Source: an optimization exercise on an open RTL-to-GDS flow (aim: small area). Production flows keep margins and buffers that such runs may drop.
Function was checked by simulation only, so behaviour that the tests miss may differ from the original.
Power and IR drop assume default switching activity.

==> flow/design.v <==
module vga(
    input CLK,
    input RST,
    output HS, VS,
    output [6:0] X,
    output [4:0] K,
    output [1:0] M,
    output blank
    );
reg [9:0] xc;
reg [4:0] kr;
reg [1:0] mr;
reg [2:0] yl;
wire xend = xc[9] & xc[8] & xc[6];             
wire yend = kr[4] & kr[2] & kr[0] & mr[1];     
wire ybig = kr[4] & kr[2];                      
assign X = xc[9:3];
assign K = kr;
assign M = mr;
assign blank = (~xc[9] & ~xc[8] & ~(xc[7] & xc[6])) | xend | ybig;
assign HS = ~((xc > 23) & (xc < 65));
assign VS = ~(ybig & ~kr[0] & (mr == 2'd1) & (yl >= 3'd2) & (yl <= 3'd4));
always @(posedge CLK)
begin
  if (RST)
    xc <= 0;
  else if (xend)
    xc <= 0;
  else
    xc <= xc + 1;
end
always @(posedge CLK)
begin
  if (RST | yend)
  begin
    kr <= 0;
    mr <= 2'd3;
    yl <= 0;
  end
  else if (xend)
  begin
    yl <= yl + 1;
    if (yl == 3'd7)
    begin
      if (mr == 2'd3)
        mr <= 2'd1;
      else if (mr == 2'd2)
      begin
        mr <= 2'd0;
        kr <= kr + 1;
      end
      else
        mr <= mr + 1;
    end
  end
end
endmodule
module vga_mem(
    input CLK,
    input RST,
    output HS,
    output VS,
    output [2:0] RED,
    output [2:0] GREEN,
    output [1:0] BLUE
    );
wire [6:0] X;
wire [4:0] K;
wire [1:0] M;
wire blank;
vga v(.CLK(CLK), .RST(RST), .HS(HS), .VS(VS), .X(X), .K(K), .M(M), .blank(blank));
wire bottom = K[4] | K[3];
wire right  = X[6];
wire sub    = ~(bottom ^ right);
wire [6:0] s = sub ? (X - {K, 2'b00}) : (X + {K, 2'b00});
reg [7:0] kc;
always @* begin
  case ({bottom, right, M, s})
    11'd15: kc = 8'hb7;
    11'd16: kc = 8'hff;
    11'd17: kc = 8'hff;
    11'd18: kc = 8'hf2;
    11'd19: kc = 8'hc0;
    11'd20: kc = 8'hc0;
    11'd21: kc = 8'hc0;
    11'd22: kc = 8'hc0;
    11'd23: kc = 8'hc0;
    11'd24: kc = 8'hfb;
    11'd25: kc = 8'hff;
    11'd26: kc = 8'hff;
    11'd27: kc = 8'hff;
    11'd28: kc = 8'hff;
    11'd29: kc = 8'hff;
    11'd30: kc = 8'hff;
    11'd31: kc = 8'hff;
    11'd32: kc = 8'hff;
    11'd144: kc = 8'h1;
    11'd145: kc = 8'hff;
    11'd146: kc = 8'hff;
    11'd147: kc = 8'hff;
    11'd148: kc = 8'hc0;
    11'd149: kc = 8'hc0;
    11'd150: kc = 8'hc0;
    11'd151: kc = 8'hc0;
    11'd152: kc = 8'hc0;
    11'd153: kc = 8'hc0;
    11'd154: kc = 8'hff;
    11'd155: kc = 8'hff;
    11'd156: kc = 8'hff;
    11'd157: kc = 8'hff;
    11'd158: kc = 8'hff;
    11'd159: kc = 8'hff;
    11'd160: kc = 8'hff;
    11'd161: kc = 8'hff;
    11'd162: kc = 8'hff;
    11'd274: kc = 8'hb7;
    11'd275: kc = 8'hff;
    11'd276: kc = 8'hff;
    11'd277: kc = 8'hf2;
    11'd278: kc = 8'hc0;
    11'd279: kc = 8'hc0;
    11'd280: kc = 8'hc0;
    11'd281: kc = 8'hc0;
    11'd282: kc = 8'hc0;
    11'd283: kc = 8'hfb;
    11'd284: kc = 8'hff;
    11'd285: kc = 8'hff;
    11'd286: kc = 8'hff;
    11'd287: kc = 8'hff;
    11'd288: kc = 8'hff;
    11'd289: kc = 8'hff;
    11'd290: kc = 8'hff;
    11'd291: kc = 8'hff;
    11'd408: kc = 8'hcd;
    11'd409: kc = 8'hff;
    11'd410: kc = 8'hff;
    11'd411: kc = 8'hff;
    11'd412: kc = 8'hff;
    11'd413: kc = 8'hff;
    11'd414: kc = 8'hff;
    11'd415: kc = 8'hff;
    11'd416: kc = 8'hff;
    11'd417: kc = 8'hff;
    11'd608: kc = 8'hff;
    11'd609: kc = 8'hff;
    11'd610: kc = 8'hff;
    11'd611: kc = 8'hc0;
    11'd612: kc = 8'hc0;
    11'd613: kc = 8'hc0;
    11'd614: kc = 8'hc0;
    11'd615: kc = 8'hc0;
    11'd616: kc = 8'hc9;
    11'd617: kc = 8'hff;
    11'd618: kc = 8'hff;
    11'd619: kc = 8'hff;
    11'd620: kc = 8'hff;
    11'd621: kc = 8'hff;
    11'd622: kc = 8'hff;
    11'd623: kc = 8'hff;
    11'd624: kc = 8'hff;
    11'd625: kc = 8'hb7;
    11'd734: kc = 8'hff;
    11'd735: kc = 8'hff;
    11'd736: kc = 8'hff;
    11'd737: kc = 8'hc0;
    11'd738: kc = 8'hc0;
    11'd739: kc = 8'hc0;
    11'd740: kc = 8'hc0;
    11'd741: kc = 8'hc0;
    11'd742: kc = 8'hc0;
    11'd743: kc = 8'hff;
    11'd744: kc = 8'hff;
    11'd745: kc = 8'hff;
    11'd746: kc = 8'hff;
    11'd747: kc = 8'hff;
    11'd748: kc = 8'hff;
    11'd749: kc = 8'hff;
    11'd750: kc = 8'hff;
    11'd751: kc = 8'hff;
    11'd752: kc = 8'h1;
    11'd861: kc = 8'hff;
    11'd862: kc = 8'hff;
    11'd863: kc = 8'hff;
    11'd864: kc = 8'hc0;
    11'd865: kc = 8'hc0;
    11'd866: kc = 8'hc0;
    11'd867: kc = 8'hc0;
    11'd868: kc = 8'hc0;
    11'd869: kc = 8'hc9;
    11'd870: kc = 8'hff;
    11'd871: kc = 8'hff;
    11'd872: kc = 8'hff;
    11'd873: kc = 8'hff;
    11'd874: kc = 8'hff;
    11'd875: kc = 8'hff;
    11'd876: kc = 8'hff;
    11'd877: kc = 8'hff;
    11'd878: kc = 8'hb7;
    11'd991: kc = 8'hff;
    11'd992: kc = 8'hff;
    11'd993: kc = 8'hff;
    11'd994: kc = 8'hc0;
    11'd995: kc = 8'hc0;
    11'd996: kc = 8'hc0;
    11'd997: kc = 8'hc0;
    11'd998: kc = 8'hc0;
    11'd999: kc = 8'hc0;
    11'd1119: kc = 8'hb7;
    11'd1120: kc = 8'hff;
    11'd1121: kc = 8'hff;
    11'd1122: kc = 8'hff;
    11'd1123: kc = 8'hff;
    11'd1124: kc = 8'hff;
    11'd1125: kc = 8'hff;
    11'd1126: kc = 8'hff;
    11'd1127: kc = 8'hff;
    11'd1128: kc = 8'hc9;
    11'd1129: kc = 8'hc0;
    11'd1130: kc = 8'hc0;
    11'd1131: kc = 8'hc0;
    11'd1132: kc = 8'hc0;
    11'd1133: kc = 8'hc0;
    11'd1134: kc = 8'hff;
    11'd1135: kc = 8'hff;
    11'd1136: kc = 8'hff;
    11'd1246: kc = 8'hb7;
    11'd1247: kc = 8'hff;
    11'd1248: kc = 8'hff;
    11'd1249: kc = 8'hff;
    11'd1250: kc = 8'hff;
    11'd1251: kc = 8'hff;
    11'd1252: kc = 8'hff;
    11'd1253: kc = 8'hff;
    11'd1254: kc = 8'hff;
    11'd1255: kc = 8'hc9;
    11'd1256: kc = 8'hc0;
    11'd1257: kc = 8'hc0;
    11'd1258: kc = 8'hc0;
    11'd1259: kc = 8'hc0;
    11'd1260: kc = 8'hc0;
    11'd1261: kc = 8'hff;
    11'd1262: kc = 8'hff;
    11'd1263: kc = 8'hff;
    11'd1372: kc = 8'h1;
    11'd1373: kc = 8'hff;
    11'd1374: kc = 8'hff;
    11'd1375: kc = 8'hff;
    11'd1376: kc = 8'hff;
    11'd1377: kc = 8'hff;
    11'd1378: kc = 8'hff;
    11'd1379: kc = 8'hff;
    11'd1380: kc = 8'hff;
    11'd1381: kc = 8'hff;
    11'd1382: kc = 8'hc0;
    11'd1383: kc = 8'hc0;
    11'd1384: kc = 8'hc0;
    11'd1385: kc = 8'hc0;
    11'd1386: kc = 8'hc0;
    11'd1387: kc = 8'hc0;
    11'd1388: kc = 8'hff;
    11'd1389: kc = 8'hff;
    11'd1390: kc = 8'hff;
    11'd1552: kc = 8'hff;
    11'd1553: kc = 8'hff;
    11'd1554: kc = 8'hff;
    11'd1555: kc = 8'hff;
    11'd1556: kc = 8'hff;
    11'd1557: kc = 8'hff;
    11'd1558: kc = 8'hff;
    11'd1559: kc = 8'hff;
    11'd1560: kc = 8'hfb;
    11'd1561: kc = 8'hc0;
    11'd1562: kc = 8'hc0;
    11'd1563: kc = 8'hc0;
    11'd1564: kc = 8'hc0;
    11'd1565: kc = 8'hc0;
    11'd1566: kc = 8'hf2;
    11'd1567: kc = 8'hff;
    11'd1568: kc = 8'hff;
    11'd1569: kc = 8'hb7;
    11'd1681: kc = 8'hff;
    11'd1682: kc = 8'hff;
    11'd1683: kc = 8'hff;
    11'd1684: kc = 8'hff;
    11'd1685: kc = 8'hff;
    11'd1686: kc = 8'hff;
    11'd1687: kc = 8'hff;
    11'd1688: kc = 8'hff;
    11'd1689: kc = 8'hfb;
    11'd1690: kc = 8'hc0;
    11'd1691: kc = 8'hc0;
    11'd1692: kc = 8'hc0;
    11'd1693: kc = 8'hc0;
    11'd1694: kc = 8'hc0;
    11'd1695: kc = 8'hf2;
    11'd1696: kc = 8'hff;
    11'd1697: kc = 8'hff;
    11'd1698: kc = 8'hb7;
    11'd1810: kc = 8'hff;
    11'd1811: kc = 8'hff;
    11'd1812: kc = 8'hff;
    11'd1813: kc = 8'hff;
    11'd1814: kc = 8'hff;
    11'd1815: kc = 8'hff;
    11'd1816: kc = 8'hff;
    11'd1817: kc = 8'hff;
    11'd1818: kc = 8'hff;
    11'd1819: kc = 8'hc0;
    11'd1820: kc = 8'hc0;
    11'd1821: kc = 8'hc0;
    11'd1822: kc = 8'hc0;
    11'd1823: kc = 8'hc0;
    11'd1824: kc = 8'hc0;
    11'd1825: kc = 8'hff;
    11'd1826: kc = 8'hff;
    11'd1827: kc = 8'hff;
    11'd1828: kc = 8'h1;
    default: kc = 8'h05;
  endcase
end
wire r20 = (K == 5'd6) & (M == 2'd2);
wire r40 = (K == 5'd13) & (M == 2'd1);
wire hb  = (K == 5'd7) | (K >= 5'd8 && K <= 5'd12) | ((K == 5'd13) & (M == 2'd0));
wire hred = ((K == 5'd8) & (M != 2'd0)) | (K >= 5'd9 && K <= 5'd11);
wire hlt  = ((K == 5'd8) & (M == 2'd0)) | ((K == 5'd12) & (M == 2'd0));
wire vcore = (X >= 7'd58) && (X <= 7'd70);
wire vc_d  = (X == 7'd60) | (X == 7'd68);
wire vc_c  = (X >= 7'd61) && (X <= 7'd67);
wire vedge = (X == 7'd57) | (X == 7'd71);
wire exc = ((K == 5'd4) & (M == 2'd2) & ((X == 7'd52) | (X == 7'd76)))
         | ((K == 5'd5) & (M == 2'd0) & ((X == 7'd53) | (X == 7'd75)))
         | ((K == 5'd15) & (M == 2'd0) & ((X == 7'd53) | (X == 7'd75)))
         | ((K == 5'd15) & (M == 2'd1) & ((X == 7'd52) | (X == 7'd76)));
wire col0 = (X == 7'd24) & (((K == 5'd2) & (M == 2'd1)) | ((K == 5'd17) & (M == 2'd2)));
reg [7:0] color;
always @* begin
  if (hb | vcore) begin
    if (hred) color = 8'hc0;
    else if (vc_d) color = 8'hc4;
    else if (vc_c) color = 8'hc0;
    else if (hlt) color = 8'hf7;
    else color = 8'hff;
  end else begin
    color = kc;
    if (r20 | r40) begin
      case (kc)
        8'h05: color = 8'h01;
        8'hb7: color = 8'hff;
        8'hf2: color = 8'hc0;
        8'hfb: color = 8'hff;
        8'hc9: color = 8'hc0;
        default: color = kc;
      endcase
    end else begin
      if (vedge & (kc == 8'h05)) color = 8'h01;
      if (exc) color = 8'h01;
      if (col0 & (kc == 8'h01)) color = 8'h05;
    end
  end
end
assign RED   = blank ? 3'd0 : color[7:5];
assign GREEN = blank ? 3'd0 : color[4:2];
assign BLUE  = blank ? 2'd0 : color[1:0];
endmodule
==> flow/run.sh <==
#!/bin/bash
# synth_recipe.tcl (not shown) runs the flow's synth.tcl, then flattens the netlist and writes it again
# the make line also repeats each setting of config.mk as NAME=value (left out here)
make -C /OpenROAD-flow-scripts/flow DESIGN_CONFIG=/design/flow/config.mk WORK_HOME=/design/flow/orfs CLKGATE_MAP_FILE= SYNTH_SCRIPT=/design/flow/synth_recipe.tcl finish
==> flow/config.mk <==
export PLATFORM = sky130hd
export DESIGN_NAME = vga_mem
export DESIGN_NICKNAME = vga_mem
export VERILOG_FILES = /design/flow/design.v
export SDC_FILE = /design/flow/constraint.sdc
export NUM_CORES = 4
export LEC_CHECK = 0
export CAP_MARGIN = 20
export CORE_MARGIN = 2
export CORE_UTILIZATION = 25
export SLEW_MARGIN = 20
export SYNTH_MEMORY_MAX_BITS = 65536
==> flow/constraint.sdc <==
create_clock -name core_clock -period 10.0 [get_ports {CLK}]
set_input_delay 2.0000 -clock core_clock [delete_from_list [all_inputs] [get_ports {CLK}]]
set_output_delay 2.0000 -clock core_clock [all_outputs]
set_load 0.01 [all_outputs]
==> out/metrics.csv <==
metric,value,unit
whs_path_depth,1,
ios,12,
critPathMaxFanout,26,
synthArstFlopShare,0,
skew,0.00344,ns
viasPerCell,6.05,
cts_resized,0,
worstPathRequired,8.00,ns
rr_worst_depth,6,
coreArea,12600,um^2
grt_max_degree,27,
route.met2.wl,5360,um
power_frac_comb,0.031,
synth_top_cell_by_area,dfxtp_1,
grt_setup_unrepaired,no,
chipHeight,117,um
numCtsBuffers,3,
synthMostInstantiatedCell,nand2_1,
final-instance-count-excl-fill,621,
cts_max_path_buffers,2,
p_int,0.000136,W
power_frac_clock,0.477,
synth_cells,468,
p_per_area,48.0,nW/um^2
ys_top_cells_by_area,"dfxtp_1 12%, ha_1 7.8%, nand2_1 5.8%",
io_buffer_count,11,
fin_setup_tns,0,ns
fp.dieW,117,um
path_clk_slew,0.05,ns
synth.cell_area,3210,um^2
drv_slew,0,
synth.distinct_cells,81,
wirelength,11700,um
routabilityCongestion,0.975,
hold_viol_final,0,
ir_worst_vdd,0.0913,mV
h-tree-depth,1,
worst_slew_pin_slew,0.935,ns
place_inst,618,
rows,41,
cts_setup_buffers,0,
clock-sinks,20,
num-fill-cells,1401,
place_hpwl,8650,um
clock.fmax,123,MHz
root_buffer,clkbuf_16,
hold_buffers,0,
path_class,register to output port,
met1Wirelength,4860,um
finalNetCount,474,
wl_per_cell,18.9,um
synth_top_flop_cell,dfxtp_1,
dieArea,13800,um^2
synth_top_cells_by_count,"50 x nand2_1, 48 x nor2_1, 28 x a21oi_1, 25 x nand3_1, 24 x nor3_1",
cts_tree,yes,
timing.final.crit_period,8.12,ns
synth-seq-cells,20,
hp-class,register to register,
synth_fp_nets,491,
start_kind,register,
grt_usage,0.166,
grt_pass1_wl,18800,um
finalSetupViolations,0,
power.switching,0.0000313,W
relSlewSlack,0.368,
switching_share,0.187,
synth-edff-count,0,
seq_power_share,0.492,
diodes,0,
antenna_found_initial,0,
cp-end-kind,output port,
top_layer,met4,
grt_overflow,0,
met3WireLength,926,um
maxCapViolations,0,
first_pass_iters,5,
synth_warnings,2,
status,no timing/DRC/antenna violations,
clock_latency,0.25,ns
drtIter0Drc,573,
area_growth,8.06,%
drc,0,
grt_pass1_vias,3515,
vias,3758,
crit_arrival,6.12,ns
leakage,1.17,nW
drive_above_1_share,0.0646,
syn_avg_cell_area,6.87,um^2
start_util,0.256,
synth_seq_area_share,0.125,
ant_nets,0,
synth_top_area_frac,0.125,
min_period_over_period,0.812,
==> critical path, cell delays in order, from the launching register on <==
cell and delay [ns]:
dfxtp_1 0.77, nor3_1 0.22, nor2_1 0.37, mux2_2 0.42, fa_1 1.11, nor2_1 0.35, nand2_1 0.23, nor3_1 0.07
a21oi_1 0.15, o22ai_1 0.09, a221o_1 0.36, or4_4 0.55, or4_1 0.51, o21ai_1 0.10, a21oi_1 0.08, clkdlybuf4s50_1 0.49
==> kinds of logic after synthesis <==
family / share of synthesized area
AO/OA/AOI/OAI: 0.288
XOR/XNOR: 0.0534
adder cells (fa/ha/maj): 0.0841
buffers and inverters: 0.0740
flip-flops: 0.125
multiplexers: 0.0234
AND/OR/NAND/NOR: 0.352
==> layer usage <==
| metal | vias up | track usage |
|---|---|---|
| met5 | - | 0 |
| met4 | 0 | 0.0700 |
| met3 | 48 | 0.0146 |
| met2 | 227 | 0.272 |
| met1 | 1772 | 0.222 |
| li1 | 1711 | - |
==> power by group through the flow <==
| stage | clock network [W] | registers [W] | logic, W |
|---|---|---|---|
| 6_report | 0.0000796 | 0.0000820 | 0.00000517 |
| 4_1_cts | 0.0000819 | 0.0000819 | 0.00000530 |
| 2_1_floorplan | 0 | 0.0000832 | 0.00000401 |
| 5_1_grt | 0.0000858 | 0.0000821 | 0.00000606 |
| 3_3_place_gp | 0 | 0.0000836 | 0.00000512 |
| 3_5_place_dp | 0 | 0.0000837 | 0.00000527 |
==> registers in the layout, indices dropped and copies added (netlist names) <==
register  cells
v.kr          5
v.xc         10
v.mr          2
v.yl          3
==> path summary, 6_finish.rpt <==
check | startpoint | to | slack [ns]
max | v.xc[9] | RED[2] | 1.88
min | v.xc[0] | v.xc[0] | 0.46
max reg2reg | v.mr[0] | v.kr[3] | 7.20
min reg2reg | v.xc[0] | v.xc[0] | 0.46
==> cell type report <==
type / instances / area [um^2] / share of cell area
clock buffers: 3 / 75.1 / 0.0216
inverters: 20 / 75.1 / 0.0216
multi-input cells: 393 / 2580 / 0.743
flip-flops and latches: 20 / 400 / 0.115
well taps: 172 / 215 / 0.0620
repair buffers: 13 / 125 / 0.0360
==> per-stage QoR <==
step / setup WS (ns) / util / power, W / hold WS, ns / cell area, um^2
after detailed placement: 2.28 / 0.270 / 0.0000889 / 0.455 / 3390
after floorplan: 3.83 / - / 0.0000873 / 0.430 / 3210
after CTS: 2.01 / 0.276 / 0.000169 / 0.468 / 3470
after global placement: 2.41 / 0.270 / 0.0000887 / 0.443 / 3390
final: 1.88 / 0.276 / 0.000167 / 0.460 / 3470
after global routing: 1.59 / 0.276 / 0.000174 / 0.494 / 3470
==> cells in the final DEF, fill, tap and decap left out, drive strengths merged, types with 10 or more instances in the layout <==
cell type	instances
inv	18
nor4	12
nand2	50
clkdlybuf4s50	11
xnor2	10
a21oi	29
nor2	49
ha	20
nor3	24
nand3	25
dfxtp	20
o21ai	20
a31oi	14

## separate check: timing with driven ports
How much do the figures lean on ideal ports? The routed layout below was timed once more, with nothing changed but the port constraints. Step 1 (the two cells are an assumption about what drives the block):
set clk [get_ports {CLK}]
set_driving_cell -lib_cell sky130_fd_sc_hd__clkbuf_16 $clk
set_driving_cell -lib_cell sky130_fd_sc_hd__buf_2 [delete_from_list [all_inputs] $clk]
Step 2 times the ports against the registers' clock, not the clock port: input delays grow and output delays shrink by t, the midpoint of the rising clock arrivals with the driver on. Slacks: no drivers / after step 1 / after step 2; pairs: no drivers / after step 1.
t, ns: 0.274
slack for setup (ns): 1.878 / 1.853 / 2.127
hold WS [ns]: 0.460 / 0.460 / 0.460
cell pins on the clock port's net: 1
After both steps setup and hold are still met in this run. The setup slack of this run moves by -0.025 ns with the drivers and by +0.249 ns with both steps.
